What follows belongs to an exercise in optimizing a design on an open flow for small area; a production flow would make more cautious choices. Where RTL was checked, it was by simulation tests only, not by an equivalence proof against the original. Function not checked in run 3: the RTL went through the layout flow alone. No activity file was given, so power comes from the tool's default toggle rates.

`flow/constraint.sdc`:
```
create_clock -name core_clock -period 5.0 [get_ports {clk}]
set_input_delay 1.0000 -clock core_clock [delete_from_list [all_inputs] [get_ports {clk}]]
set_output_delay 1.0000 -clock core_clock [all_outputs]
set_load 0.01 [all_outputs]
```
`flow/flow/run.sh`:
```
#!/bin/bash
set -euo pipefail
W=$(pwd)
bash standard.sh BUFFER_PORTS_ARGS="-buffer_cell sky130_fd_sc_hd__buf_1" \
  POST_FLOORPLAN_TCL="$W/flow/downsize.tcl" \
  CTS_ARGS="-sink_clustering_enable -repair_clock_nets -dont_use_dummy_load -sink_clustering_size 20 -sink_clustering_max_diameter 60 -buf_list sky130_fd_sc_hd__clkbuf_8" \
  RECOVER_POWER=100 finish > make_finish.log 2>&1
```
`flow/config.mk`:
```
export PLATFORM = sky130hd
export DESIGN_NAME = alu32_top
export DESIGN_NICKNAME = alu32_top
export VERILOG_FILES = /design/flow/design.v
export SDC_FILE = /design/flow/constraint.sdc
export NUM_CORES = 4
export LEC_CHECK = 0
export CAP_MARGIN = 20
export CORE_MARGIN = 2
export CORE_UTILIZATION = 40
export SLEW_MARGIN = 20
export SYNTH_HIERARCHICAL = 1
export SYNTH_MINIMUM_KEEP_SIZE = 0
```
`flow/flow/downsize.tcl`:
```
# POST_FLOORPLAN hook: put every combinational cell at the smallest drive strength of its
# family; the later repair steps size up what timing needs.
set n 0
foreach inst [[ord::get_db_block] getInsts] {
  set m [$inst getMaster]
  set name [$m getName]
  if {![regexp {^(sky130_fd_sc_hd__[a-z0-9]+)_([0-9]+)$} $name -> base sz]} { continue }
  if {[string match {*df*} $base] || [string match {*clk*} $base] || [string match {*tap*} $base]
      || [string match {*conb*} $base] || [string match {*dl*} $base]} { continue }
  set best ""
  set best_a 1e9
  foreach lc [get_lib_cells ${base}_*] {
    set ln [get_name $lc]
    if {![regexp "^${base}_\[0-9\]+\$" $ln]} { continue }
    if {[get_property $lc dont_use]} { continue }
    set a [get_property $lc area]
    if {$a < $best_a} { set best_a $a; set best $ln }
  }
  if {$best ne "" && $best ne $name} {
    $inst swapMaster [[ord::get_db] findMaster $best]
    incr n
  }
}
puts "downsize: replaced $n cells"
```
`flow/design.v`:
```
`timescale 1ns / 1ps
module alu32_top(
    input  wire        clk,
    input  wire [31:0] a,
    input  wire [31:0] b,
    input  wire [2:0]  op_code,
    output reg  [32:0] result,
    output reg         zero_flag,
    output reg         control_flag
    );
    reg  [31:0] a_q, b_q;
    reg  [2:0]  op_q;
    wire [32:0] alu_result;
    wire        alu_zero, alu_control;
    always @(posedge clk) begin
        a_q  <= a;
        b_q  <= b;
        op_q <= op_code;
        result       <= alu_result;
        zero_flag    <= alu_zero;
        control_flag <= alu_control;
    end
    ALU_8_Bit #(.WIDTH(32)) u_alu (
        .A(a_q),
        .B(b_q),
        .op_code(op_q),
        .result(alu_result),
        .zero_flag(alu_zero),
        .control_flag(alu_control)
    );
endmodule

`timescale 1ns / 1ps
module ALU_8_Bit #(parameter WIDTH = 8) (A, B, op_code, result, zero_flag, control_flag);
    input  [WIDTH-1:0] A, B;
    input  [2:0] op_code;
    output zero_flag, control_flag;
    output [WIDTH:0] result;
    wire inv, ar, nar, kp, kg, nkp, nkg, op_add, op_sub, op_gt, op_eq, op_lt;
    alu_decode u_dec (.op(op_code), .inv(inv), .ar(ar), .nar(nar), .kp(kp), .kg(kg),
        .nkp(nkp), .nkg(nkg), .op_add(op_add), .op_sub(op_sub), .op_gt(op_gt),
        .op_eq(op_eq), .op_lt(op_lt));
    wire [31:0] bx;    
    wire [31:0] pp;    
    wire [31:0] gg;    
    wire [31:0] sx;    
    wire [31:0] lt;    
    wire [31:0] r;
    wire [32:0] cc;      
    assign cc[0] = inv;
    alu_xor2 u_bx0 (.a(B[0]), .b(inv), .y(bx[0]));
    alu_ha u_ha0 (.a(A[0]), .b(bx[0]), .s(pp[0]), .c(gg[0]));
    alu_a21oi u_c0 (.a1(pp[0]), .a2(cc[0]), .b1(gg[0]), .y(cc[1]));
    alu_xor2 u_bx1 (.a(B[1]), .b(inv), .y(bx[1]));
    alu_xnor2 u_np1 (.a(A[1]), .b(bx[1]), .y(pp[1]));
    alu_nand2 u_ng1 (.a(A[1]), .b(bx[1]), .y(gg[1]));
    alu_o21ai u_c1 (.a1(pp[1]), .a2(cc[1]), .b1(gg[1]), .y(cc[2]));
    alu_xor2 u_bx2 (.a(B[2]), .b(inv), .y(bx[2]));
    alu_ha u_ha2 (.a(A[2]), .b(bx[2]), .s(pp[2]), .c(gg[2]));
    alu_a21oi u_c2 (.a1(pp[2]), .a2(cc[2]), .b1(gg[2]), .y(cc[3]));
    alu_xor2 u_bx3 (.a(B[3]), .b(inv), .y(bx[3]));
    alu_xnor2 u_np3 (.a(A[3]), .b(bx[3]), .y(pp[3]));
    alu_nand2 u_ng3 (.a(A[3]), .b(bx[3]), .y(gg[3]));
    alu_o21ai u_c3 (.a1(pp[3]), .a2(cc[3]), .b1(gg[3]), .y(cc[4]));
    alu_xor2 u_bx4 (.a(B[4]), .b(inv), .y(bx[4]));
    alu_ha u_ha4 (.a(A[4]), .b(bx[4]), .s(pp[4]), .c(gg[4]));
    alu_xor2 u_bx5 (.a(B[5]), .b(inv), .y(bx[5]));
    alu_xnor2 u_np5 (.a(A[5]), .b(bx[5]), .y(pp[5]));
    alu_nand2 u_ng5 (.a(A[5]), .b(bx[5]), .y(gg[5]));
    alu_xor2 u_bx6 (.a(B[6]), .b(inv), .y(bx[6]));
    alu_ha u_ha6 (.a(A[6]), .b(bx[6]), .s(pp[6]), .c(gg[6]));
    alu_xor2 u_bx7 (.a(B[7]), .b(inv), .y(bx[7]));
    alu_xnor2 u_np7 (.a(A[7]), .b(bx[7]), .y(pp[7]));
    alu_nand2 u_ng7 (.a(A[7]), .b(bx[7]), .y(gg[7]));
    wire P4, G4;
    alu_gp #(.N(4), .INV(4'b1010), .OINV(0)) u_gp4 (.pi(pp[7:4]), .gi(gg[7:4]), .P(P4), .G(G4));
    alu_a21oi u_c4 (.a1(pp[4]), .a2(cc[4]), .b1(gg[4]), .y(cc[5]));
    alu_o21ai u_c5 (.a1(pp[5]), .a2(cc[5]), .b1(gg[5]), .y(cc[6]));
    alu_a21oi u_c6 (.a1(pp[6]), .a2(cc[6]), .b1(gg[6]), .y(cc[7]));
    alu_a21oi u_gc4 (.a1(P4), .a2(cc[4]), .b1(G4), .y(cc[8]));
    alu_xor2 u_bx8 (.a(B[8]), .b(inv), .y(bx[8]));
    alu_xnor2 u_np8 (.a(A[8]), .b(bx[8]), .y(pp[8]));
    alu_nand2 u_ng8 (.a(A[8]), .b(bx[8]), .y(gg[8]));
    alu_xor2 u_bx9 (.a(B[9]), .b(inv), .y(bx[9]));
    alu_ha u_ha9 (.a(A[9]), .b(bx[9]), .s(pp[9]), .c(gg[9]));
    alu_xor2 u_bx10 (.a(B[10]), .b(inv), .y(bx[10]));
    alu_xnor2 u_np10 (.a(A[10]), .b(bx[10]), .y(pp[10]));
    alu_nand2 u_ng10 (.a(A[10]), .b(bx[10]), .y(gg[10]));
    alu_xor2 u_bx11 (.a(B[11]), .b(inv), .y(bx[11]));
    alu_ha u_ha11 (.a(A[11]), .b(bx[11]), .s(pp[11]), .c(gg[11]));
    wire P8, G8;
    alu_gp #(.N(4), .INV(4'b0101), .OINV(1)) u_gp8 (.pi(pp[11:8]), .gi(gg[11:8]), .P(P8), .G(G8));
    alu_o21ai u_c8 (.a1(pp[8]), .a2(cc[8]), .b1(gg[8]), .y(cc[9]));
    alu_a21oi u_c9 (.a1(pp[9]), .a2(cc[9]), .b1(gg[9]), .y(cc[10]));
    alu_o21ai u_c10 (.a1(pp[10]), .a2(cc[10]), .b1(gg[10]), .y(cc[11]));
    alu_o21ai u_gc8 (.a1(P8), .a2(cc[8]), .b1(G8), .y(cc[12]));
    alu_xor2 u_bx12 (.a(B[12]), .b(inv), .y(bx[12]));
    alu_ha u_ha12 (.a(A[12]), .b(bx[12]), .s(pp[12]), .c(gg[12]));
    alu_xor2 u_bx13 (.a(B[13]), .b(inv), .y(bx[13]));
    alu_xnor2 u_np13 (.a(A[13]), .b(bx[13]), .y(pp[13]));
    alu_nand2 u_ng13 (.a(A[13]), .b(bx[13]), .y(gg[13]));
    alu_xor2 u_bx14 (.a(B[14]), .b(inv), .y(bx[14]));
    alu_ha u_ha14 (.a(A[14]), .b(bx[14]), .s(pp[14]), .c(gg[14]));
    alu_xor2 u_bx15 (.a(B[15]), .b(inv), .y(bx[15]));
    alu_xnor2 u_np15 (.a(A[15]), .b(bx[15]), .y(pp[15]));
    alu_nand2 u_ng15 (.a(A[15]), .b(bx[15]), .y(gg[15]));
    wire P12, G12;
    alu_gp #(.N(4), .INV(4'b1010), .OINV(0)) u_gp12 (.pi(pp[15:12]), .gi(gg[15:12]), .P(P12), .G(G12));
    alu_a21oi u_c12 (.a1(pp[12]), .a2(cc[12]), .b1(gg[12]), .y(cc[13]));
    alu_o21ai u_c13 (.a1(pp[13]), .a2(cc[13]), .b1(gg[13]), .y(cc[14]));
    alu_a21oi u_c14 (.a1(pp[14]), .a2(cc[14]), .b1(gg[14]), .y(cc[15]));
    alu_a21oi u_gc12 (.a1(P12), .a2(cc[12]), .b1(G12), .y(cc[16]));
    alu_xor2 u_bx16 (.a(B[16]), .b(inv), .y(bx[16]));
    alu_xnor2 u_np16 (.a(A[16]), .b(bx[16]), .y(pp[16]));
    alu_nand2 u_ng16 (.a(A[16]), .b(bx[16]), .y(gg[16]));
    alu_xor2 u_bx17 (.a(B[17]), .b(inv), .y(bx[17]));
    alu_ha u_ha17 (.a(A[17]), .b(bx[17]), .s(pp[17]), .c(gg[17]));
    alu_xor2 u_bx18 (.a(B[18]), .b(inv), .y(bx[18]));
    alu_xnor2 u_np18 (.a(A[18]), .b(bx[18]), .y(pp[18]));
    alu_nand2 u_ng18 (.a(A[18]), .b(bx[18]), .y(gg[18]));
    alu_xor2 u_bx19 (.a(B[19]), .b(inv), .y(bx[19]));
    alu_ha u_ha19 (.a(A[19]), .b(bx[19]), .s(pp[19]), .c(gg[19]));
    wire P16, G16;
    alu_gp #(.N(4), .INV(4'b0101), .OINV(1)) u_gp16 (.pi(pp[19:16]), .gi(gg[19:16]), .P(P16), .G(G16));
    alu_o21ai u_c16 (.a1(pp[16]), .a2(cc[16]), .b1(gg[16]), .y(cc[17]));
    alu_a21oi u_c17 (.a1(pp[17]), .a2(cc[17]), .b1(gg[17]), .y(cc[18]));
    alu_o21ai u_c18 (.a1(pp[18]), .a2(cc[18]), .b1(gg[18]), .y(cc[19]));
    alu_o21ai u_gc16 (.a1(P16), .a2(cc[16]), .b1(G16), .y(cc[20]));
    alu_xor2 u_bx20 (.a(B[20]), .b(inv), .y(bx[20]));
    alu_ha u_ha20 (.a(A[20]), .b(bx[20]), .s(pp[20]), .c(gg[20]));
    alu_xor2 u_bx21 (.a(B[21]), .b(inv), .y(bx[21]));
    alu_xnor2 u_np21 (.a(A[21]), .b(bx[21]), .y(pp[21]));
    alu_nand2 u_ng21 (.a(A[21]), .b(bx[21]), .y(gg[21]));
    alu_xor2 u_bx22 (.a(B[22]), .b(inv), .y(bx[22]));
    alu_ha u_ha22 (.a(A[22]), .b(bx[22]), .s(pp[22]), .c(gg[22]));
    alu_xor2 u_bx23 (.a(B[23]), .b(inv), .y(bx[23]));
    alu_xnor2 u_np23 (.a(A[23]), .b(bx[23]), .y(pp[23]));
    alu_nand2 u_ng23 (.a(A[23]), .b(bx[23]), .y(gg[23]));
    wire P20, G20;
    alu_gp #(.N(4), .INV(4'b1010), .OINV(0)) u_gp20 (.pi(pp[23:20]), .gi(gg[23:20]), .P(P20), .G(G20));
    alu_a21oi u_c20 (.a1(pp[20]), .a2(cc[20]), .b1(gg[20]), .y(cc[21]));
    alu_o21ai u_c21 (.a1(pp[21]), .a2(cc[21]), .b1(gg[21]), .y(cc[22]));
    alu_a21oi u_c22 (.a1(pp[22]), .a2(cc[22]), .b1(gg[22]), .y(cc[23]));
    alu_a21oi u_gc20 (.a1(P20), .a2(cc[20]), .b1(G20), .y(cc[24]));
    alu_xor2 u_bx24 (.a(B[24]), .b(inv), .y(bx[24]));
    alu_xnor2 u_np24 (.a(A[24]), .b(bx[24]), .y(pp[24]));
    alu_nand2 u_ng24 (.a(A[24]), .b(bx[24]), .y(gg[24]));
    alu_xor2 u_bx25 (.a(B[25]), .b(inv), .y(bx[25]));
    alu_ha u_ha25 (.a(A[25]), .b(bx[25]), .s(pp[25]), .c(gg[25]));
    alu_xor2 u_bx26 (.a(B[26]), .b(inv), .y(bx[26]));
    alu_xnor2 u_np26 (.a(A[26]), .b(bx[26]), .y(pp[26]));
    alu_nand2 u_ng26 (.a(A[26]), .b(bx[26]), .y(gg[26]));
    alu_xor2 u_bx27 (.a(B[27]), .b(inv), .y(bx[27]));
    alu_ha u_ha27 (.a(A[27]), .b(bx[27]), .s(pp[27]), .c(gg[27]));
    wire P24, G24;
    alu_gp #(.N(4), .INV(4'b0101), .OINV(1)) u_gp24 (.pi(pp[27:24]), .gi(gg[27:24]), .P(P24), .G(G24));
    alu_o21ai u_c24 (.a1(pp[24]), .a2(cc[24]), .b1(gg[24]), .y(cc[25]));
    alu_a21oi u_c25 (.a1(pp[25]), .a2(cc[25]), .b1(gg[25]), .y(cc[26]));
    alu_o21ai u_c26 (.a1(pp[26]), .a2(cc[26]), .b1(gg[26]), .y(cc[27]));
    alu_o21ai u_gc24 (.a1(P24), .a2(cc[24]), .b1(G24), .y(cc[28]));
    alu_xor2 u_bx28 (.a(B[28]), .b(inv), .y(bx[28]));
    alu_ha u_ha28 (.a(A[28]), .b(bx[28]), .s(pp[28]), .c(gg[28]));
    alu_xor2 u_bx29 (.a(B[29]), .b(inv), .y(bx[29]));
    alu_xnor2 u_np29 (.a(A[29]), .b(bx[29]), .y(pp[29]));
    alu_nand2 u_ng29 (.a(A[29]), .b(bx[29]), .y(gg[29]));
    alu_xor2 u_bx30 (.a(B[30]), .b(inv), .y(bx[30]));
    alu_ha u_ha30 (.a(A[30]), .b(bx[30]), .s(pp[30]), .c(gg[30]));
    alu_xor2 u_bx31 (.a(B[31]), .b(inv), .y(bx[31]));
    alu_xnor2 u_np31 (.a(A[31]), .b(bx[31]), .y(pp[31]));
    alu_nand2 u_ng31 (.a(A[31]), .b(bx[31]), .y(gg[31]));
    wire P28, G28;
    alu_gp #(.N(4), .INV(4'b1010), .OINV(0)) u_gp28 (.pi(pp[31:28]), .gi(gg[31:28]), .P(P28), .G(G28));
    alu_a21oi u_c28 (.a1(pp[28]), .a2(cc[28]), .b1(gg[28]), .y(cc[29]));
    alu_o21ai u_c29 (.a1(pp[29]), .a2(cc[29]), .b1(gg[29]), .y(cc[30]));
    alu_a21oi u_c30 (.a1(pp[30]), .a2(cc[30]), .b1(gg[30]), .y(cc[31]));
    alu_a21oi u_gc28 (.a1(P28), .a2(cc[28]), .b1(G28), .y(cc[32]));
    alu_xnor2 u_s0 (.a(pp[0]), .b(cc[0]), .y(sx[0]));
    alu_a22oi u_l0 (.a1(pp[0]), .a2(kp), .b1(gg[0]), .b2(kg), .y(lt[0]));
    alu_xor2 u_s1 (.a(pp[1]), .b(cc[1]), .y(sx[1]));
    alu_o22ai u_l1 (.a1(pp[1]), .a2(nkp), .b1(gg[1]), .b2(nkg), .y(lt[1]));
    alu_xnor2 u_s2 (.a(pp[2]), .b(cc[2]), .y(sx[2]));
    alu_a22oi u_l2 (.a1(pp[2]), .a2(kp), .b1(gg[2]), .b2(kg), .y(lt[2]));
    alu_xor2 u_s3 (.a(pp[3]), .b(cc[3]), .y(sx[3]));
    alu_o22ai u_l3 (.a1(pp[3]), .a2(nkp), .b1(gg[3]), .b2(nkg), .y(lt[3]));
    alu_xnor2 u_s4 (.a(pp[4]), .b(cc[4]), .y(sx[4]));
    alu_a22oi u_l4 (.a1(pp[4]), .a2(kp), .b1(gg[4]), .b2(kg), .y(lt[4]));
    alu_xor2 u_s5 (.a(pp[5]), .b(cc[5]), .y(sx[5]));
    alu_o22ai u_l5 (.a1(pp[5]), .a2(nkp), .b1(gg[5]), .b2(nkg), .y(lt[5]));
    alu_xnor2 u_s6 (.a(pp[6]), .b(cc[6]), .y(sx[6]));
    alu_a22oi u_l6 (.a1(pp[6]), .a2(kp), .b1(gg[6]), .b2(kg), .y(lt[6]));
    alu_xor2 u_s7 (.a(pp[7]), .b(cc[7]), .y(sx[7]));
    alu_o22ai u_l7 (.a1(pp[7]), .a2(nkp), .b1(gg[7]), .b2(nkg), .y(lt[7]));
    alu_xor2 u_s8 (.a(pp[8]), .b(cc[8]), .y(sx[8]));
    alu_o22ai u_l8 (.a1(pp[8]), .a2(nkp), .b1(gg[8]), .b2(nkg), .y(lt[8]));
    alu_xnor2 u_s9 (.a(pp[9]), .b(cc[9]), .y(sx[9]));
    alu_a22oi u_l9 (.a1(pp[9]), .a2(kp), .b1(gg[9]), .b2(kg), .y(lt[9]));
    alu_xor2 u_s10 (.a(pp[10]), .b(cc[10]), .y(sx[10]));
    alu_o22ai u_l10 (.a1(pp[10]), .a2(nkp), .b1(gg[10]), .b2(nkg), .y(lt[10]));
    alu_xnor2 u_s11 (.a(pp[11]), .b(cc[11]), .y(sx[11]));
    alu_a22oi u_l11 (.a1(pp[11]), .a2(kp), .b1(gg[11]), .b2(kg), .y(lt[11]));
    alu_xnor2 u_s12 (.a(pp[12]), .b(cc[12]), .y(sx[12]));
    alu_a22oi u_l12 (.a1(pp[12]), .a2(kp), .b1(gg[12]), .b2(kg), .y(lt[12]));
    alu_xor2 u_s13 (.a(pp[13]), .b(cc[13]), .y(sx[13]));
    alu_o22ai u_l13 (.a1(pp[13]), .a2(nkp), .b1(gg[13]), .b2(nkg), .y(lt[13]));
    alu_xnor2 u_s14 (.a(pp[14]), .b(cc[14]), .y(sx[14]));
    alu_a22oi u_l14 (.a1(pp[14]), .a2(kp), .b1(gg[14]), .b2(kg), .y(lt[14]));
    alu_xor2 u_s15 (.a(pp[15]), .b(cc[15]), .y(sx[15]));
    alu_o22ai u_l15 (.a1(pp[15]), .a2(nkp), .b1(gg[15]), .b2(nkg), .y(lt[15]));
    alu_xor2 u_s16 (.a(pp[16]), .b(cc[16]), .y(sx[16]));
    alu_o22ai u_l16 (.a1(pp[16]), .a2(nkp), .b1(gg[16]), .b2(nkg), .y(lt[16]));
    alu_xnor2 u_s17 (.a(pp[17]), .b(cc[17]), .y(sx[17]));
    alu_a22oi u_l17 (.a1(pp[17]), .a2(kp), .b1(gg[17]), .b2(kg), .y(lt[17]));
    alu_xor2 u_s18 (.a(pp[18]), .b(cc[18]), .y(sx[18]));
    alu_o22ai u_l18 (.a1(pp[18]), .a2(nkp), .b1(gg[18]), .b2(nkg), .y(lt[18]));
    alu_xnor2 u_s19 (.a(pp[19]), .b(cc[19]), .y(sx[19]));
    alu_a22oi u_l19 (.a1(pp[19]), .a2(kp), .b1(gg[19]), .b2(kg), .y(lt[19]));
    alu_xnor2 u_s20 (.a(pp[20]), .b(cc[20]), .y(sx[20]));
    alu_a22oi u_l20 (.a1(pp[20]), .a2(kp), .b1(gg[20]), .b2(kg), .y(lt[20]));
    alu_xor2 u_s21 (.a(pp[21]), .b(cc[21]), .y(sx[21]));
    alu_o22ai u_l21 (.a1(pp[21]), .a2(nkp), .b1(gg[21]), .b2(nkg), .y(lt[21]));
    alu_xnor2 u_s22 (.a(pp[22]), .b(cc[22]), .y(sx[22]));
    alu_a22oi u_l22 (.a1(pp[22]), .a2(kp), .b1(gg[22]), .b2(kg), .y(lt[22]));
    alu_xor2 u_s23 (.a(pp[23]), .b(cc[23]), .y(sx[23]));
    alu_o22ai u_l23 (.a1(pp[23]), .a2(nkp), .b1(gg[23]), .b2(nkg), .y(lt[23]));
    alu_xor2 u_s24 (.a(pp[24]), .b(cc[24]), .y(sx[24]));
    alu_o22ai u_l24 (.a1(pp[24]), .a2(nkp), .b1(gg[24]), .b2(nkg), .y(lt[24]));
    alu_xnor2 u_s25 (.a(pp[25]), .b(cc[25]), .y(sx[25]));
    alu_a22oi u_l25 (.a1(pp[25]), .a2(kp), .b1(gg[25]), .b2(kg), .y(lt[25]));
    alu_xor2 u_s26 (.a(pp[26]), .b(cc[26]), .y(sx[26]));
    alu_o22ai u_l26 (.a1(pp[26]), .a2(nkp), .b1(gg[26]), .b2(nkg), .y(lt[26]));
    alu_xnor2 u_s27 (.a(pp[27]), .b(cc[27]), .y(sx[27]));
    alu_a22oi u_l27 (.a1(pp[27]), .a2(kp), .b1(gg[27]), .b2(kg), .y(lt[27]));
    alu_xnor2 u_s28 (.a(pp[28]), .b(cc[28]), .y(sx[28]));
    alu_a22oi u_l28 (.a1(pp[28]), .a2(kp), .b1(gg[28]), .b2(kg), .y(lt[28]));
    alu_xor2 u_s29 (.a(pp[29]), .b(cc[29]), .y(sx[29]));
    alu_o22ai u_l29 (.a1(pp[29]), .a2(nkp), .b1(gg[29]), .b2(nkg), .y(lt[29]));
    alu_xnor2 u_s30 (.a(pp[30]), .b(cc[30]), .y(sx[30]));
    alu_a22oi u_l30 (.a1(pp[30]), .a2(kp), .b1(gg[30]), .b2(kg), .y(lt[30]));
    alu_xor2 u_s31 (.a(pp[31]), .b(cc[31]), .y(sx[31]));
    alu_o22ai u_l31 (.a1(pp[31]), .a2(nkp), .b1(gg[31]), .b2(nkg), .y(lt[31]));
    wire eq, hi, cmp, ncmp;
    alu_and #(.N(11), .INV(11'b10100101010)) u_eq (.a({pp[3], pp[2], pp[1], pp[0], P28, P24, P20, P16, P12, P8, P4}), .y(eq));
    alu_flags #(.CINV(1)) u_fl (.ci(cc[32]), .eq(eq), .op_add(op_add), .op_sub(op_sub), .op_gt(op_gt),
        .op_eq(op_eq), .op_lt(op_lt), .hi(hi), .cmp(cmp), .ncmp(ncmp));
    alu_o211ai u_r0 (.a1(sx[0]), .a2(nar), .b1(lt[0]), .c1(ncmp), .y(r[0]));
    alu_a21o u_r1 (.a1(sx[1]), .a2(ar), .b1(lt[1]), .y(r[1]));
    alu_o21ai u_r2 (.a1(sx[2]), .a2(nar), .b1(lt[2]), .y(r[2]));
    alu_a21o u_r3 (.a1(sx[3]), .a2(ar), .b1(lt[3]), .y(r[3]));
    alu_o21ai u_r4 (.a1(sx[4]), .a2(nar), .b1(lt[4]), .y(r[4]));
    alu_a21o u_r5 (.a1(sx[5]), .a2(ar), .b1(lt[5]), .y(r[5]));
    alu_o21ai u_r6 (.a1(sx[6]), .a2(nar), .b1(lt[6]), .y(r[6]));
    alu_a21o u_r7 (.a1(sx[7]), .a2(ar), .b1(lt[7]), .y(r[7]));
    alu_a21o u_r8 (.a1(sx[8]), .a2(ar), .b1(lt[8]), .y(r[8]));
    alu_o21ai u_r9 (.a1(sx[9]), .a2(nar), .b1(lt[9]), .y(r[9]));
    alu_a21o u_r10 (.a1(sx[10]), .a2(ar), .b1(lt[10]), .y(r[10]));
    alu_o21ai u_r11 (.a1(sx[11]), .a2(nar), .b1(lt[11]), .y(r[11]));
    alu_o21ai u_r12 (.a1(sx[12]), .a2(nar), .b1(lt[12]), .y(r[12]));
    alu_a21o u_r13 (.a1(sx[13]), .a2(ar), .b1(lt[13]), .y(r[13]));
    alu_o21ai u_r14 (.a1(sx[14]), .a2(nar), .b1(lt[14]), .y(r[14]));
    alu_a21o u_r15 (.a1(sx[15]), .a2(ar), .b1(lt[15]), .y(r[15]));
    alu_a21o u_r16 (.a1(sx[16]), .a2(ar), .b1(lt[16]), .y(r[16]));
    alu_o21ai u_r17 (.a1(sx[17]), .a2(nar), .b1(lt[17]), .y(r[17]));
    alu_a21o u_r18 (.a1(sx[18]), .a2(ar), .b1(lt[18]), .y(r[18]));
    alu_o21ai u_r19 (.a1(sx[19]), .a2(nar), .b1(lt[19]), .y(r[19]));
    alu_o21ai u_r20 (.a1(sx[20]), .a2(nar), .b1(lt[20]), .y(r[20]));
    alu_a21o u_r21 (.a1(sx[21]), .a2(ar), .b1(lt[21]), .y(r[21]));
    alu_o21ai u_r22 (.a1(sx[22]), .a2(nar), .b1(lt[22]), .y(r[22]));
    alu_a21o u_r23 (.a1(sx[23]), .a2(ar), .b1(lt[23]), .y(r[23]));
    alu_a21o u_r24 (.a1(sx[24]), .a2(ar), .b1(lt[24]), .y(r[24]));
    alu_o21ai u_r25 (.a1(sx[25]), .a2(nar), .b1(lt[25]), .y(r[25]));
    alu_a21o u_r26 (.a1(sx[26]), .a2(ar), .b1(lt[26]), .y(r[26]));
    alu_o21ai u_r27 (.a1(sx[27]), .a2(nar), .b1(lt[27]), .y(r[27]));
    alu_o21ai u_r28 (.a1(sx[28]), .a2(nar), .b1(lt[28]), .y(r[28]));
    alu_a21o u_r29 (.a1(sx[29]), .a2(ar), .b1(lt[29]), .y(r[29]));
    alu_o21ai u_r30 (.a1(sx[30]), .a2(nar), .b1(lt[30]), .y(r[30]));
    alu_a21o u_r31 (.a1(sx[31]), .a2(ar), .b1(lt[31]), .y(r[31]));
    assign result = {hi, r};
    assign control_flag = hi;
    wire ze;
    alu_nor #(.N(19)) u_zlo (.a(r[19:1]), .y(ze));
    wire zp0;
    alu_nor2 u_zp0 (.a(r[20]), .b(r[21]), .y(zp0));
    wire zp1;
    alu_nor2 u_zp1 (.a(r[22]), .b(r[23]), .y(zp1));
    wire zp2;
    alu_nor2 u_zp2 (.a(r[24]), .b(r[25]), .y(zp2));
    wire zp3;
    alu_nor2 u_zp3 (.a(r[26]), .b(r[27]), .y(zp3));
    wire zp4;
    alu_nor2 u_zp4 (.a(r[28]), .b(r[29]), .y(zp4));
    wire zp5;
    alu_nor2 u_zp5 (.a(r[30]), .b(r[31]), .y(zp5));
    wire zp6;
    alu_nor2 u_zp6 (.a(hi), .b(r[0]), .y(zp6));
    wire zn0;
    alu_nand #(.N(4)) u_zn0 (.a({ze, zp0, zp1, zp2}), .y(zn0));
    wire zn1;
    alu_nand #(.N(4)) u_zn1 (.a({zp3, zp4, zp5, zp6}), .y(zn1));
    alu_nor #(.N(2)) u_z (.a({zn0, zn1}), .y(zero_flag));
endmodule
module alu_xor2 (input a, input b, output y);
    assign y = a ^ b;
endmodule
module alu_xnor2 (input a, input b, output y);
    assign y = ~(a ^ b);
endmodule
module alu_ha (input a, input b, output s, output c);
    assign s = a ^ b;
    assign c = a & b;
endmodule
module alu_nand2 (input a, input b, output y);
    assign y = ~(a & b);
endmodule
module alu_nor2 (input a, input b, output y);
    assign y = ~(a | b);
endmodule
module alu_inv (input a, output y);
    assign y = ~a;
endmodule
module alu_a21oi (input a1, input a2, input b1, output y);
    assign y = ~((a1 & a2) | b1);
endmodule
module alu_o21ai (input a1, input a2, input b1, output y);
    assign y = ~((a1 | a2) & b1);
endmodule
module alu_a21o (input a1, input a2, input b1, output y);
    assign y = (a1 & a2) | b1;
endmodule
module alu_a22oi (input a1, input a2, input b1, input b2, output y);
    assign y = ~((a1 & a2) | (b1 & b2));
endmodule
module alu_o22ai (input a1, input a2, input b1, input b2, output y);
    assign y = ~((a1 | a2) & (b1 | b2));
endmodule
module alu_o211ai (input a1, input a2, input b1, input c1, output y);
    assign y = ~((a1 | a2) & b1 & c1);
endmodule
module alu_a211o (input a1, input a2, input b1, input c1, output y);
    assign y = (a1 & a2) | b1 | c1;
endmodule
module alu_gp #(parameter N = 4, parameter [N-1:0] INV = 0, parameter OINV = 0)
               (input [N-1:0] pi, input [N-1:0] gi, output P, output G);
    wire [N-1:0] p = pi ^ INV;
    wire [N-1:0] g = gi ^ INV;
    integer k;
    reg gg;
    always @* begin
        gg = g[0];
        for (k = 1; k < N; k = k + 1) gg = g[k] | (p[k] & gg);
    end
    assign G = gg ^ OINV;
    assign P = (&p) ^ OINV;
endmodule
module alu_and #(parameter N = 8, parameter [N-1:0] INV = 0) (input [N-1:0] a, output y);
    assign y = &(a ^ INV);
endmodule
module alu_nor #(parameter N = 8) (input [N-1:0] a, output y);
    assign y = ~|a;
endmodule
module alu_nand #(parameter N = 4) (input [N-1:0] a, output y);
    assign y = ~&a;
endmodule
module alu_decode (input [2:0] op, output inv, output ar, output nar, output kp, output kg,
                   output nkp, output nkg, output op_add, output op_sub, output op_gt,
                   output op_eq, output op_lt);
    assign op_add = (op == 3'b000);
    assign op_sub = (op == 3'b001);
    assign op_gt  = (op == 3'b010);
    assign op_eq  = (op == 3'b011);
    assign op_lt  = (op == 3'b100);
    assign inv = op_sub | op_gt | op_eq | op_lt;
    assign ar  = op_add | op_sub;
    assign nar = ~ar;
    assign kp  = (op == 3'b110) | (op == 3'b111);
    assign kg  = (op == 3'b101) | (op == 3'b110);
    assign nkp = ~kp;
    assign nkg = ~kg;
endmodule
module alu_flags #(parameter CINV = 0) (input ci, input eq, input op_add, input op_sub, input op_gt, input op_eq,
                  input op_lt, output hi, output cmp, output ncmp);
    wire co = ci ^ CINV;
    assign hi = (op_add & co) | (op_sub & ~co);
    assign cmp = (op_gt & co & ~eq) | (op_eq & eq) | (op_lt & ~co);
    assign ncmp = ~cmp;
endmodule
```
`flow/standard.sh`:
```
#!/bin/bash
# synth_recipe.tcl (not shown) runs the flow's synth.tcl, then flattens the netlist and writes it again
# the make line also repeats each setting of config.mk as NAME=value (left out here)
make -C /OpenROAD-flow-scripts/flow DESIGN_CONFIG=/design/flow/config.mk WORK_HOME=/design/flow/orfs CLKGATE_MAP_FILE= SYNTH_SCRIPT=/design/flow/synth_recipe.tcl "${@:-finish}"
```
==> results.toml, run 1 <==
[global_route]
antenna_found_initial = 0
grt_pass1_wl_um = 15200
grt_overflow = 0
grt_pass1_vias = 3134
grt_usage_pct = 16.9
grt_max_degree = 20

[placement]
dp_hpwl_um = 6950
gp_congestion = 0.865
portBuffers = 102
placed_cell_area_um2 = 4710

[final_layout]
multi_input_area_um2 = 1990
nFillCells = 1025
regArea_um2 = 2040
nets = 600
layout-drive-gt1-share_pct = 3.70
area_delta_synth_final_pct = 12.9
finalInstanceArea_um2 = 4850
diodes = 0

[floorplanning]
rows = 37
die_area_um2 = 11600
die_h_um = 108
initial_core_util_pct = 41.4
io_pins = 103
dieWidth_um = 108
core_area_um2 = 10400

[setup_path]
required_ns = 5.28
ff2ff_path_depth = 22
cp-end-kind = "flip-flop"
r2r-start = "op_q[2]$_DFF_P_"
critPathLaunchType = "flip-flop"
crit_type = "flip-flop to flip-flop"
startpoint = "op_q[2]$_DFF_P_"
cp.arrival_ns = 4.83
timing.rr.end = "zero_flag$_DFF_P_"
rrSetupSlack_ns = 0.45
path_max_fanout = 9

[clocking]
cts_tree = "done"
htreeDepth = 3
post_cts_buffers = 0
cts-root-buf = "clkbuf_8"
numCtsBuffers = 9
clkSlewWorstSetupHoldPaths_ns = 0.08
clk_latency_ns = 0.36
cts_sinks = 102
clock_path_buffers = 2

[pwr]
peakVddDrop_mv = 0.188
p_leak_uw = 0.00198
power.density_nw_per_um2 = 383

[hold_path]
holdPathStages = 3
min_path_type = "flip-flop to flip-flop"
hp-start = "a_q[23]$_DFF_P_"
hold_path_end = "result[23]$_DFF_P_"

[routing]
drt-total-wl_um = 9540
drtAntennaViolNets = 0
viasPerCell = 5.01
drc = 0
drt-pass1-iter-count = 5
wl_per_cell_um = 14.7
vias = 3258
drtIter0Drc = 132

[sta]
rsz0062_at_grt = "false"
relSlewSlack_pct = 27.1
skew_ns = 0.0254
final.setup.tns_ns = 0
timing.fmax_mhz = 220
slew_viol_final = 0
fin_crit_sh_pct = 91.0
finalHoldViolCount = 0
worst_pin_slew_ns = 1.09
min_period_ns = 4.55
finalSetupViolCount = 0

[logic_synthesis]
yosysWarnings = 9
postSynthNetCount = 482
synth_area_um2 = 4290
syn_avg_cell_area_um2 = 10.8
synthesis.instances = 398

[run]
cap_violations = 0

[outcome]
status = "finished clean"
## where the power goes
| group | switching, µW | internal (µW) | total, µW |
|---|---|---|---|
| registers | 30.6 | 894 | 925 |
| logic | 312 | 220 | 531 |
| clock network | 240 | 162 | 402 |
| total | 582 | 1280 | 1860 |
## per-stage QoR
step	power (µW)	setup WS, ns	util (%)	cells	hold slack, ns
after detailed placement	1470	0.117	45.4	641	0.669
after global placement	1460	0.306	45.4	641	0.654
final	1860	0.448	46.7	650	0.673
after CTS	1870	0.0419	46.6	650	0.688
after global routing	1970	0.0254	46.7	650	0.709
after floorplan	1370	0.200	-	398	0.614
## critical path, stage by stage, from the launching register on
cell and delay (ns):
dfxtp_1 0.40, nor3_2 0.32, nor2_4 0.09, xor2_1 0.17, ha_1 0.33, a21oi_1 0.25, o21ai_1 0.15, a21oi_1 0.21
o21ai_0 0.14, a21oi_1 0.26, o21ai_0 0.16, a21oi_1 0.26, o21ai_0 0.21, a21oi_2 0.26, o21ai_2 0.12, a21oi_1 0.21
o21ai_0 0.17, a21oi_1 0.19, xor2_1 0.09, a21o_1 0.22, nor2_1 0.10, nand4_1 0.09, nor2_1 0.09
## flip-flops by register name, summed over array words and instances (netlist names)
register and count:
result 33, op_q 3, a_q 32, b_q 32, control_flag 1, zero_flag 1
## timing repair
item                                    in CTS  in global routing
resized for setup                            0                  7
endpoints found under the setup margin       0                  4
hold buffers                                 0                  0
## area by class of cell
cell class	instances	share of cell area [%]
well taps	136	3.51
repair buffers	109	8.91
multi-input cells	271	41.1
flip-flops and latches	102	42.1
inverters	23	1.78
clock buffers	9	2.56
## layer usage
metal | vias up | share of wire [%] | track usage, %
li1 | 1629 | - | -
met1 | 1504 | 45 | 22.3
met2 | 115 | 47 | 27.8
met3 | 10 | 6.4 | 3.33
met4 | 0 | 1.4 | 5.49
met5 | - | 0 | 0
## worst max-delay path by stage
| stage | end | slack, ns | cells after the start |
|---|---|---|---|
| global route | zero_flag$_DFF_P_ | 0.03 | 21 |
| floorplan | zero_flag$_DFF_P_ | 0.20 | 23 |
| global placement | zero_flag$_DFF_P_ | 0.31 | 22 |
| finish | zero_flag$_DFF_P_ | 0.45 | 22 |
| CTS | zero_flag$_DFF_P_ | 0.04 | 22 |
| detailed placement | zero_flag$_DFF_P_ | 0.12 | 22 |
## layout by cell type (no fill, tap or decap), types with 4 or more instances in the layout
master and instances:
buf_1 102, dfxtp_1 102, and4bb_1 4, ha_1 16, inv_1 23, or4b_1 4
nand2_1 18, o22ai_1 16, a21oi_1 22, a31o_1 4, o21ai_0 36, nor2_1 9
xor2_1 49, a22oi_1 16, a21o_1 16, nor4_1 5, clkbuf_8 9, xnor2_1 32
==> run 2, diff against run 1 <==
==> flow/flow/run.sh (replaced) <==
#!/bin/bash
# Standard ORFS layout with these changes: the port buffers use the smallest buffer cell;
# every combinational cell is put at its smallest drive strength after floorplanning (the
# repair steps then size up only what timing needs); clock tree synthesis adds no dummy
# loads; power recovery downsizes non-critical cells after global routing.
set -euo pipefail
W=$(pwd)
bash standard.sh BUFFER_PORTS_ARGS="-buffer_cell sky130_fd_sc_hd__buf_1" \
  POST_FLOORPLAN_TCL="$W/flow/downsize.tcl" \
  CTS_ARGS="-sink_clustering_enable -repair_clock_nets -dont_use_dummy_load" \
  RECOVER_POWER=100 finish > make_finish.log 2>&1
==> results.toml, run 2 <==
[clocking]
cts-root-buf = "clkbuf_8"
clock_path_buffers = 2
post_cts_buffers = 0
clkSlewWorstSetupHoldPaths_ns = 0.08
htreeDepth = 3
clk_latency_ns = 0.36
hold_buffers = 0
numCtsBuffers = 9
cts_sinks = 102
cts_tree = "done"

[routing]
drtIter0Drc = 132
wl_per_cell_um = 14.7
vias = 3258
drt-total-wl_um = 9540
drc = 0
drt-pass1-iter-count = 5
drtAntennaViolNets = 0
viasPerCell = 5.01

[sta]
relSlewSlack_pct = 27.1
finalSetupViolCount = 0
slew_viol_final = 0
timing.fmax_mhz = 220
fin_crit_sh_pct = 91.0
finalHoldViolCount = 0
skew_ns = 0.0254
worst_pin_slew_ns = 1.09
min_period_ns = 4.55
final.setup.tns_ns = 0
rsz0062_at_grt = "false"

[pwr]
comb_power_share_pct = 28.6
intPower_uw = 1280
pwr-share-clk_pct = 21.6
p_sw_share_pct = 31.3
p_sw_uw = 582
power.density_nw_per_um2 = 383
peakVddDrop_mv = 0.188
power_frac_seq_pct = 49.8
p_leak_uw = 0.00198

[global_route]
grt_usage_pct = 16.9
grt_pass1_wl_um = 15200
grt_max_degree = 20
grt_overflow = 0
antenna_found_initial = 0
grt_pass1_vias = 3134

[final_layout]
diodes = 0
regMostFlops = "result"
nets = 600
layout-drive-gt1-share_pct = 3.70
fin_util_pct = 46.7
final_cells = 650
final_cell_mix = "dfxtp_1 (102), buf_1 (102), xor2_1 (49)"
largest_register_ff_count = 33
top_regs = "result (33), a_q (32), b_q (32)"
area_delta_synth_final_pct = 12.9

[setup_path]
cp.arrival_ns = 4.83
cp.buffers_inverters = 0
crit_chain = "nor3_2 -> nor2_4 -> xor2_1 -> ha_1 -> a21oi_1 -> o21ai_1 -> a21oi_1 -> o21ai_0 -> a21oi_1 -> o21ai_0 -> a21oi_1 -> o21ai_0 -> a21oi_2 -> o21ai_2 -> a21oi_1 -> o21ai_0 -> a21oi_1 -> xor2_1 -> a21o_1 -> nor2_1 -> nand4_1 -> nor2_1"
critPathLaunchType = "flip-flop"
path_delay_family = "compound AO/OA/AOI/OAI gates"
crit_type = "flip-flop to flip-flop"
cp_common_cell = "a21oi_1"
path_max_fanout = 9
max_stage_delay_ns = 0.40
required_ns = 5.28
cp-end-kind = "flip-flop"
cp_slowest_cell = "dfxtp_1"

[logic_synthesis]
yosysWarnings = 9
synthesis.instances = 398
postSynthNetCount = 482
syn_avg_cell_area_um2 = 10.8
synth_area_um2 = 4290

[hold_path]
min_path_type = "flip-flop to flip-flop"

[floorplanning]
dieWidth_um = 108
die_h_um = 108
core_area_um2 = 10400
io_pins = 103
rows = 37
die_area_um2 = 11600
initial_core_util_pct = 41.4

[placement]
dp_hpwl_um = 6950
portBuffers = 102
gp_congestion = 0.865
dpl.cell_count = 641

[run]
cap_violations = 0

[outcome]
status = "finished clean"
==> run 2: metal layers <==
metal / part of all wire [%] / track usage [%] / routed length [µm] / up-vias
met4: 1.4 / 5.49 / 137 / 0
met1: 45 / 22.3 / 4330 / 1504
met5: 0 / 0 / 0 / -
met2: 47 / 27.8 / 4460 / 115
met3: 6.4 / 3.33 / 611 / 10
li1: - / - / - / 1629
==> run 2: tightest hold or removal path, cell delays in order, from the launching register on <==
cell and delay [ns]:
dfxtp_1 0.33, nand2_1 0.08, o22ai_1 0.06, a21o_1 0.17
==> run 2: path summary, 6_finish.rpt <==
check | start | endpoint | slack, ns | cells after the start
min | a_q[23]$_DFF_P_ | result[23]$_DFF_P_ | 0.67 | 3
max | op_q[2]$_DFF_P_ | zero_flag$_DFF_P_ | 0.45 | 22
min reg2reg | a_q[23]$_DFF_P_ | result[23]$_DFF_P_ | 0.67 | 3
max reg2reg | op_q[2]$_DFF_P_ | zero_flag$_DFF_P_ | 0.45 | 22
==> run 2: cell type report <==
class / count / area, µm²
flip-flops and latches: 102 / 2040
well taps: 136 / 170
inverters: 23 / 86.3
multi-input cells: 271 / 1990
fillers: 1025 / 5520
repair buffers: 109 / 432
clock buffers: 9 / 124
==> run 2: per-stage QoR <==
| stage | hold WS [ns] | setup WS, ns | total power (µW) | instance area [µm²] |
|---|---|---|---|---|
| floorplan | 0.614 | 0.200 | 1370 | 4300 |
| global placement | 0.654 | 0.306 | 1460 | 4710 |
| detailed placement | 0.669 | 0.117 | 1470 | 4710 |
| CTS | 0.688 | 0.0419 | 1870 | 4830 |
| global route | 0.709 | 0.0254 | 1970 | 4850 |
| finish | 0.673 | 0.448 | 1860 | 4850 |
==> run 2: repair_timing <==
action	in CTS	in global routing
gates resized for setup	0	7
endpoints found under the hold margin	0	0
endpoints found under the setup margin	0	4
==> run 2: power by group through the flow <==
stage          sequential [µW]  clock [µW]  combinational (µW)
6_report                   925         402                 531
5_1_grt                    934         447                 588
4_1_cts                    926         415                 527
3_5_place_dp               944           0                 522
3_3_place_gp               942           0                 519
2_1_floorplan              967           0                 403
==> run 3, diff against run 2 <==
--- a/flow/design.v
+++ b/flow/design.v
@@ -72,8 +72,13 @@
     alu_xor2 u_bx7 (.a(B[7]), .b(inv), .y(bx[7]));
     alu_xnor2 u_np7 (.a(A[7]), .b(bx[7]), .y(pp[7]));
     alu_nand2 u_ng7 (.a(A[7]), .b(bx[7]), .y(gg[7]));
-    wire P4, G4;
-    alu_gp #(.N(4), .INV(4'b1010), .OINV(0)) u_gp4 (.pi(pp[7:4]), .gi(gg[7:4]), .P(P4), .G(G4));
+    wire P4, G4, x4a, x4b, x4c, q4;
+    alu_inv u_x4a (.a(gg[4]), .y(x4a));
+    alu_o21ai u_x4b (.a1(pp[5]), .a2(x4a), .b1(gg[5]), .y(x4b));
+    alu_a21oi u_x4c (.a1(pp[6]), .a2(x4b), .b1(gg[6]), .y(x4c));
+    alu_o21ai u_G4 (.a1(pp[7]), .a2(x4c), .b1(gg[7]), .y(G4));
+    alu_nand2 u_q4 (.a(pp[4]), .b(pp[6]), .y(q4));
+    alu_nor3 u_P4 (.a(q4), .b(pp[5]), .c(pp[7]), .y(P4));
     alu_a21oi u_c4 (.a1(pp[4]), .a2(cc[4]), .b1(gg[4]), .y(cc[5]));
     alu_o21ai u_c5 (.a1(pp[5]), .a2(cc[5]), .b1(gg[5]), .y(cc[6]));
     alu_a21oi u_c6 (.a1(pp[6]), .a2(cc[6]), .b1(gg[6]), .y(cc[7]));
@@ -88,8 +93,13 @@
     alu_nand2 u_ng10 (.a(A[10]), .b(bx[10]), .y(gg[10]));
     alu_xor2 u_bx11 (.a(B[11]), .b(inv), .y(bx[11]));
     alu_ha u_ha11 (.a(A[11]), .b(bx[11]), .s(pp[11]), .c(gg[11]));
-    wire P8, G8;
-    alu_gp #(.N(4), .INV(4'b0101), .OINV(1)) u_gp8 (.pi(pp[11:8]), .gi(gg[11:8]), .P(P8), .G(G8));
+    wire P8, G8, x8a, x8b, x8c, q8;
+    alu_inv u_x8a (.a(gg[8]), .y(x8a));
+    alu_a21oi u_x8b (.a1(pp[9]), .a2(x8a), .b1(gg[9]), .y(x8b));
+    alu_o21ai u_x8c (.a1(pp[10]), .a2(x8b), .b1(gg[10]), .y(x8c));
+    alu_a21oi u_G8 (.a1(pp[11]), .a2(x8c), .b1(gg[11]), .y(G8));
+    alu_nor2 u_q8 (.a(pp[8]), .b(pp[10]), .y(q8));
+    alu_nand3 u_P8 (.a(q8), .b(pp[9]), .c(pp[11]), .y(P8));
     alu_o21ai u_c8 (.a1(pp[8]), .a2(cc[8]), .b1(gg[8]), .y(cc[9]));
     alu_a21oi u_c9 (.a1(pp[9]), .a2(cc[9]), .b1(gg[9]), .y(cc[10]));
     alu_o21ai u_c10 (.a1(pp[10]), .a2(cc[10]), .b1(gg[10]), .y(cc[11]));
@@ -104,8 +114,13 @@
     alu_xor2 u_bx15 (.a(B[15]), .b(inv), .y(bx[15]));
     alu_xnor2 u_np15 (.a(A[15]), .b(bx[15]), .y(pp[15]));
     alu_nand2 u_ng15 (.a(A[15]), .b(bx[15]), .y(gg[15]));
-    wire P12, G12;
-    alu_gp #(.N(4), .INV(4'b1010), .OINV(0)) u_gp12 (.pi(pp[15:12]), .gi(gg[15:12]), .P(P12), .G(G12));
+    wire P12, G12, x12a, x12b, x12c, q12;
+    alu_inv u_x12a (.a(gg[12]), .y(x12a));
+    alu_o21ai u_x12b (.a1(pp[13]), .a2(x12a), .b1(gg[13]), .y(x12b));
+    alu_a21oi u_x12c (.a1(pp[14]), .a2(x12b), .b1(gg[14]), .y(x12c));
+    alu_o21ai u_G12 (.a1(pp[15]), .a2(x12c), .b1(gg[15]), .y(G12));
+    alu_nand2 u_q12 (.a(pp[12]), .b(pp[14]), .y(q12));
+    alu_nor3 u_P12 (.a(q12), .b(pp[13]), .c(pp[15]), .y(P12));
     alu_a21oi u_c12 (.a1(pp[12]), .a2(cc[12]), .b1(gg[12]), .y(cc[13]));
     alu_o21ai u_c13 (.a1(pp[13]), .a2(cc[13]), .b1(gg[13]), .y(cc[14]));
     alu_a21oi u_c14 (.a1(pp[14]), .a2(cc[14]), .b1(gg[14]), .y(cc[15]));
@@ -120,8 +135,13 @@
     alu_nand2 u_ng18 (.a(A[18]), .b(bx[18]), .y(gg[18]));
     alu_xor2 u_bx19 (.a(B[19]), .b(inv), .y(bx[19]));
     alu_ha u_ha19 (.a(A[19]), .b(bx[19]), .s(pp[19]), .c(gg[19]));
-    wire P16, G16;
-    alu_gp #(.N(4), .INV(4'b0101), .OINV(1)) u_gp16 (.pi(pp[19:16]), .gi(gg[19:16]), .P(P16), .G(G16));
+    wire P16, G16, x16a, x16b, x16c, q16;
+    alu_inv u_x16a (.a(gg[16]), .y(x16a));
+    alu_a21oi u_x16b (.a1(pp[17]), .a2(x16a), .b1(gg[17]), .y(x16b));
+    alu_o21ai u_x16c (.a1(pp[18]), .a2(x16b), .b1(gg[18]), .y(x16c));
+    alu_a21oi u_G16 (.a1(pp[19]), .a2(x16c), .b1(gg[19]), .y(G16));
+    alu_nor2 u_q16 (.a(pp[16]), .b(pp[18]), .y(q16));
+    alu_nand3 u_P16 (.a(q16), .b(pp[17]), .c(pp[19]), .y(P16));
     alu_o21ai u_c16 (.a1(pp[16]), .a2(cc[16]), .b1(gg[16]), .y(cc[17]));
     alu_a21oi u_c17 (.a1(pp[17]), .a2(cc[17]), .b1(gg[17]), .y(cc[18]));
     alu_o21ai u_c18 (.a1(pp[18]), .a2(cc[18]), .b1(gg[18]), .y(cc[19]));
@@ -136,8 +156,13 @@
     alu_xor2 u_bx23 (.a(B[23]), .b(inv), .y(bx[23]));
     alu_xnor2 u_np23 (.a(A[23]), .b(bx[23]), .y(pp[23]));
     alu_nand2 u_ng23 (.a(A[23]), .b(bx[23]), .y(gg[23]));
-    wire P20, G20;
-    alu_gp #(.N(4), .INV(4'b1010), .OINV(0)) u_gp20 (.pi(pp[23:20]), .gi(gg[23:20]), .P(P20), .G(G20));
+    wire P20, G20, x20a, x20b, x20c, q20;
+    alu_inv u_x20a (.a(gg[20]), .y(x20a));
+    alu_o21ai u_x20b (.a1(pp[21]), .a2(x20a), .b1(gg[21]), .y(x20b));
+    alu_a21oi u_x20c (.a1(pp[22]), .a2(x20b), .b1(gg[22]), .y(x20c));
+    alu_o21ai u_G20 (.a1(pp[23]), .a2(x20c), .b1(gg[23]), .y(G20));
+    alu_nand2 u_q20 (.a(pp[20]), .b(pp[22]), .y(q20));
+    alu_nor3 u_P20 (.a(q20), .b(pp[21]), .c(pp[23]), .y(P20));
     alu_a21oi u_c20 (.a1(pp[20]), .a2(cc[20]), .b1(gg[20]), .y(cc[21]));
     alu_o21ai u_c21 (.a1(pp[21]), .a2(cc[21]), .b1(gg[21]), .y(cc[22]));
     alu_a21oi u_c22 (.a1(pp[22]), .a2(cc[22]), .b1(gg[22]), .y(cc[23]));
@@ -152,8 +177,13 @@
     alu_nand2 u_ng26 (.a(A[26]), .b(bx[26]), .y(gg[26]));
     alu_xor2 u_bx27 (.a(B[27]), .b(inv), .y(bx[27]));
     alu_ha u_ha27 (.a(A[27]), .b(bx[27]), .s(pp[27]), .c(gg[27]));
-    wire P24, G24;
-    alu_gp #(.N(4), .INV(4'b0101), .OINV(1)) u_gp24 (.pi(pp[27:24]), .gi(gg[27:24]), .P(P24), .G(G24));
+    wire P24, G24, x24a, x24b, x24c, q24;
+    alu_inv u_x24a (.a(gg[24]), .y(x24a));
+    alu_a21oi u_x24b (.a1(pp[25]), .a2(x24a), .b1(gg[25]), .y(x24b));
+    alu_o21ai u_x24c (.a1(pp[26]), .a2(x24b), .b1(gg[26]), .y(x24c));
+    alu_a21oi u_G24 (.a1(pp[27]), .a2(x24c), .b1(gg[27]), .y(G24));
+    alu_nor2 u_q24 (.a(pp[24]), .b(pp[26]), .y(q24));
+    alu_nand3 u_P24 (.a(q24), .b(pp[25]), .c(pp[27]), .y(P24));
     alu_o21ai u_c24 (.a1(pp[24]), .a2(cc[24]), .b1(gg[24]), .y(cc[25]));
     alu_a21oi u_c25 (.a1(pp[25]), .a2(cc[25]), .b1(gg[25]), .y(cc[26]));
     alu_o21ai u_c26 (.a1(pp[26]), .a2(cc[26]), .b1(gg[26]), .y(cc[27]));
@@ -168,8 +198,13 @@
     alu_xor2 u_bx31 (.a(B[31]), .b(inv), .y(bx[31]));
     alu_xnor2 u_np31 (.a(A[31]), .b(bx[31]), .y(pp[31]));
     alu_nand2 u_ng31 (.a(A[31]), .b(bx[31]), .y(gg[31]));
-    wire P28, G28;
-    alu_gp #(.N(4), .INV(4'b1010), .OINV(0)) u_gp28 (.pi(pp[31:28]), .gi(gg[31:28]), .P(P28), .G(G28));
+    wire P28, G28, x28a, x28b, x28c, q28;
+    alu_inv u_x28a (.a(gg[28]), .y(x28a));
+    alu_o21ai u_x28b (.a1(pp[29]), .a2(x28a), .b1(gg[29]), .y(x28b));
+    alu_a21oi u_x28c (.a1(pp[30]), .a2(x28b), .b1(gg[30]), .y(x28c));
+    alu_o21ai u_G28 (.a1(pp[31]), .a2(x28c), .b1(gg[31]), .y(G28));
+    alu_nand2 u_q28 (.a(pp[28]), .b(pp[30]), .y(q28));
+    alu_nor3 u_P28 (.a(q28), .b(pp[29]), .c(pp[31]), .y(P28));
     alu_a21oi u_c28 (.a1(pp[28]), .a2(cc[28]), .b1(gg[28]), .y(cc[29]));
     alu_o21ai u_c29 (.a1(pp[29]), .a2(cc[29]), .b1(gg[29]), .y(cc[30]));
     alu_a21oi u_c30 (.a1(pp[30]), .a2(cc[30]), .b1(gg[30]), .y(cc[31]));
@@ -314,6 +349,12 @@
 module alu_nor2 (input a, input b, output y);
     assign y = ~(a | b);
 endmodule
+module alu_nor3 (input a, input b, input c, output y);
+    assign y = ~(a | b | c);
+endmodule
+module alu_nand3 (input a, input b, input c, output y);
+    assign y = ~(a & b & c);
+endmodule
 module alu_inv (input a, output y);
     assign y = ~a;
 endmodule
@@ -338,19 +379,6 @@
 module alu_a211o (input a1, input a2, input b1, input c1, output y);
     assign y = (a1 & a2) | b1 | c1;
 endmodule
-module alu_gp #(parameter N = 4, parameter [N-1:0] INV = 0, parameter OINV = 0)
-               (input [N-1:0] pi, input [N-1:0] gi, output P, output G);
-    wire [N-1:0] p = pi ^ INV;
-    wire [N-1:0] g = gi ^ INV;
-    integer k;
-    reg gg;
-    always @* begin
-        gg = g[0];
-        for (k = 1; k < N; k = k + 1) gg = g[k] | (p[k] & gg);
-    end
-    assign G = gg ^ OINV;
-    assign P = (&p) ^ OINV;
-endmodule
 module alu_and #(parameter N = 8, parameter [N-1:0] INV = 0) (input [N-1:0] a, output y);
     assign y = &(a ^ INV);
 endmodule
==> results.toml, run 3 <==
[logic_synthesis]
synth_area_um2 = 4250
yosysWarnings = 7
synthesis.instances = 391
postSynthNetCount = 475
syn_avg_cell_area_um2 = 10.9

[floorplanning]
die_h_um = 107
initial_core_util_pct = 41.2
rows = 37
die_area_um2 = 11500
io_pins = 103
core_area_um2 = 10300
dieWidth_um = 107

[clocking]
clock_path_buffers = 2
cts-root-buf = "clkbuf_8"
cts_sinks = 102
cts_tree = "done"
htreeDepth = 3
clk_latency_ns = 0.37
clkSlewWorstSetupHoldPaths_ns = 0.08
numCtsBuffers = 9
hold_buffers = 0

[routing]
wl_per_cell_um = 14.4
drtIter0Drc = 118
drt-total-wl_um = 9250
drc = 0
wl_met3_um = 628
drtAntennaViolNets = 0
drt-pass1-iter-count = 4
wl_met1_um = 4240
vias = 3180
dr.max_layer_used = "met4"
wl_met2_um = 4250
viasPerCell = 4.94

[setup_path]
r2r-start = "op_q[2]$_DFF_P_"
max_stage_delay_ns = 0.38
cp.arrival_ns = 4.90
startpoint = "op_q[2]$_DFF_P_"
cp_slowest_cell = "dfxtp_1"
cp_common_cell = "a21oi_1"
timing.rr.end = "zero_flag$_DFF_P_"
crit_type = "flip-flop to flip-flop"
cp-end-kind = "flip-flop"
ff2ff_path_depth = 21
crit_chain = "nor3_2 -> nor2_4 -> xor2_1 -> ha_1 -> a21oi_1 -> o21ai_0 -> a21oi_1 -> o21ai_1 -> a21oi_1 -> o21ai_0 -> clkbuf_1 -> a21oi_1 -> o21ai_0 -> a21oi_1 -> xor2_1 -> a21o_1 -> nor4_1 -> nand4_1 -> nor4_2 -> nand4_1 -> nor2_1"
path_max_fanout = 9
required_ns = 5.31
endpoint = "zero_flag$_DFF_P_"
rrSetupSlack_ns = 0.42
critPathLaunchType = "flip-flop"

[placement]
gp_congestion = 0.885
portBuffers = 102
dpl.cell_count = 635
placed_cell_area_um2 = 4620
dp_hpwl_um = 6870

[sta]
finalHoldViolCount = 0
finalSetupViolCount = 0
min_period_ns = 4.58
worst_pin_slew_ns = 1.07
final.setup.tns_ns = 0
fin_crit_sh_pct = 91.7
skew_ns = 0.0170
relSlewSlack_pct = 29.0
timing.fmax_mhz = 218
slew_viol_final = 0

[global_route]
grt_overflow = 0
grt_max_degree = 19
grt_pass1_vias = 3025
antenna_found_initial = 0
grt_usage_pct = 16.3
grt_pass1_wl_um = 14300

[pwr]
intPower_uw = 1270
peakVddDrop_mv = 0.265
power_frac_seq_pct = 50.6
power.density_nw_per_um2 = 386
pwr-share-clk_pct = 21.5
p_sw_share_pct = 30.9
p_leak_uw = 0.00189
p_sw_uw = 565
comb_power_share_pct = 27.9

[final_layout]
nets = 594
diodes = 0
regMostFlops = "result"
area_delta_synth_final_pct = 11.7
top_regs = "result (33), a_q (32), b_q (32)"
finalInstanceArea_um2 = 4750
final_cell_mix = "dfxtp_1 (102), buf_1 (102), xor2_1 (49)"
final_cells = 644
layout-drive-gt1-share_pct = 3.74
largest_register_ff_count = 33

[hold_path]
min_path_type = "flip-flop to flip-flop"

[run]
cap_violations = 0

[outcome]
status = "finished clean"
run 3: changes by cell type in the layout (fill, tap and decap cells not counted), moves of 4 or more:
cell	previous run	this run
inv_1	23	9
a21oi_1	22	26
a31o_1	4	0
and4bb_1	4	0
nand2_1	18	22
nor3_1	0	4
run 3: metal layers:
metal,global-route usage [%],vias to the layer above
met3,4.80,13
met2,26.0,100
li1,-,1613
met1,20.9,1454
met4,6.03,0
met5,0,-
run 3: layout make-up:
| cell class | instances | area [µm²] |
|---|---|---|
| inverter | 9 | 33.8 |
| timing repair buffer | 110 | 435 |
| multi-input combinational | 278 | 1940 |
| clock buffer | 9 | 124 |
| fill | 994 | 5570 |
| tap | 136 | 170 |
| sequential | 102 | 2040 |
run 3: power by group through the flow:
stage                     clock network (µW)  logic [µW]  registers (µW)
after floorplan                            0         407             966
after global placement                     0         501             944
after detailed placement                   0         508             945
after CTS                                412         511             927
after global routing                     440         571             935
final                                    394         511             926
run 3: repair_timing:
item | 4_1_cts | 5_1_grt
endpoints found under the setup margin | 0 | 3
resized for setup | 0 | 5
hold endpoints to repair | 0 | 0
setup buffers | 0 | 0
run 3: per-stage QoR:
| stage | power, µW | hold slack [ns] | utilization, % | setup WS [ns] |
|---|---|---|---|---|
| 2_1_floorplan | 1370 | 0.617 | - | 0.198 |
| 3_3_place_gp | 1450 | 0.656 | 44.7 | 0.303 |
| 3_5_place_dp | 1450 | 0.665 | 44.7 | 0.129 |
| 4_1_cts | 1850 | 0.680 | 45.9 | 0.104 |
| 5_1_grt | 1950 | 0.692 | 46.0 | -0.00508 |
| 6_report | 1830 | 0.683 | 46.0 | 0.415 |
run 3: critical path, delay by kind of cell, from the launching register on:
kind,cells,cell delay (ns)
and+or+nand+nor,7,1.36
adders and majority gates,1,0.35
buffers and inverters,1,0.18
xor gates and xnor gates,2,0.34
AOI/OAI and AO/OA,10,1.93
DFF,1,0.38
run 3: how the worst min path moves through the flow:
stage	cells past startpoint	end	slack, ns	from
2_1_floorplan	3	result[23]$_DFF_P_	0.62	a_q[23]$_DFF_P_
3_3_place_gp	3	result[15]$_DFF_P_	0.66	a_q[15]$_DFF_P_
3_5_place_dp	3	result[26]$_DFF_P_	0.66	a_q[26]$_DFF_P_
4_1_cts	3	result[31]$_DFF_P_	0.68	a_q[31]$_DFF_P_
5_1_grt	1	b_q[1]$_DFF_P_	0.69	b[1]
6_report	3	result[31]$_DFF_P_	0.68	a_q[31]$_DFF_P_

re-timing with driven ports:
How much do the figures lean on ideal ports? The routed layouts below were timed once more, with nothing changed but the port constraints. Step 1 sets driving cells, clkbuf_16 on the clock port and buf_2 on the other inputs (assumed; they add their load-dependent delay and slew). Step 2 moves the port delays by t, midway between the first and last clock arrival at a register: inputs arrive t later, outputs are due t later. That takes back most of the time a late clock gives input paths. Slacks: ideal ports / drivers / drivers and shift; pairs: ideal ports / drivers.
| run | shift t [ns] | setup slack, ns | worst setup path after step 2 | latest minus earliest clock arrival (ns) | pins driven straight from the clock port |
|---|---|---|---|---|---|
| run 1 | 0.378 | 0.448 / 0.448 / 0.448 | register to register | 0.025 / 0.025 | 1 |
| run 2 | 0.378 | 0.448 / 0.448 / 0.448 | register to register | 0.025 / 0.025 | 1 |
| run 3 | 0.392 | 0.415 / 0.415 / 0.415 | register to register | 0.017 / 0.017 | 1 |
After both steps setup and hold are still met in every run listed.
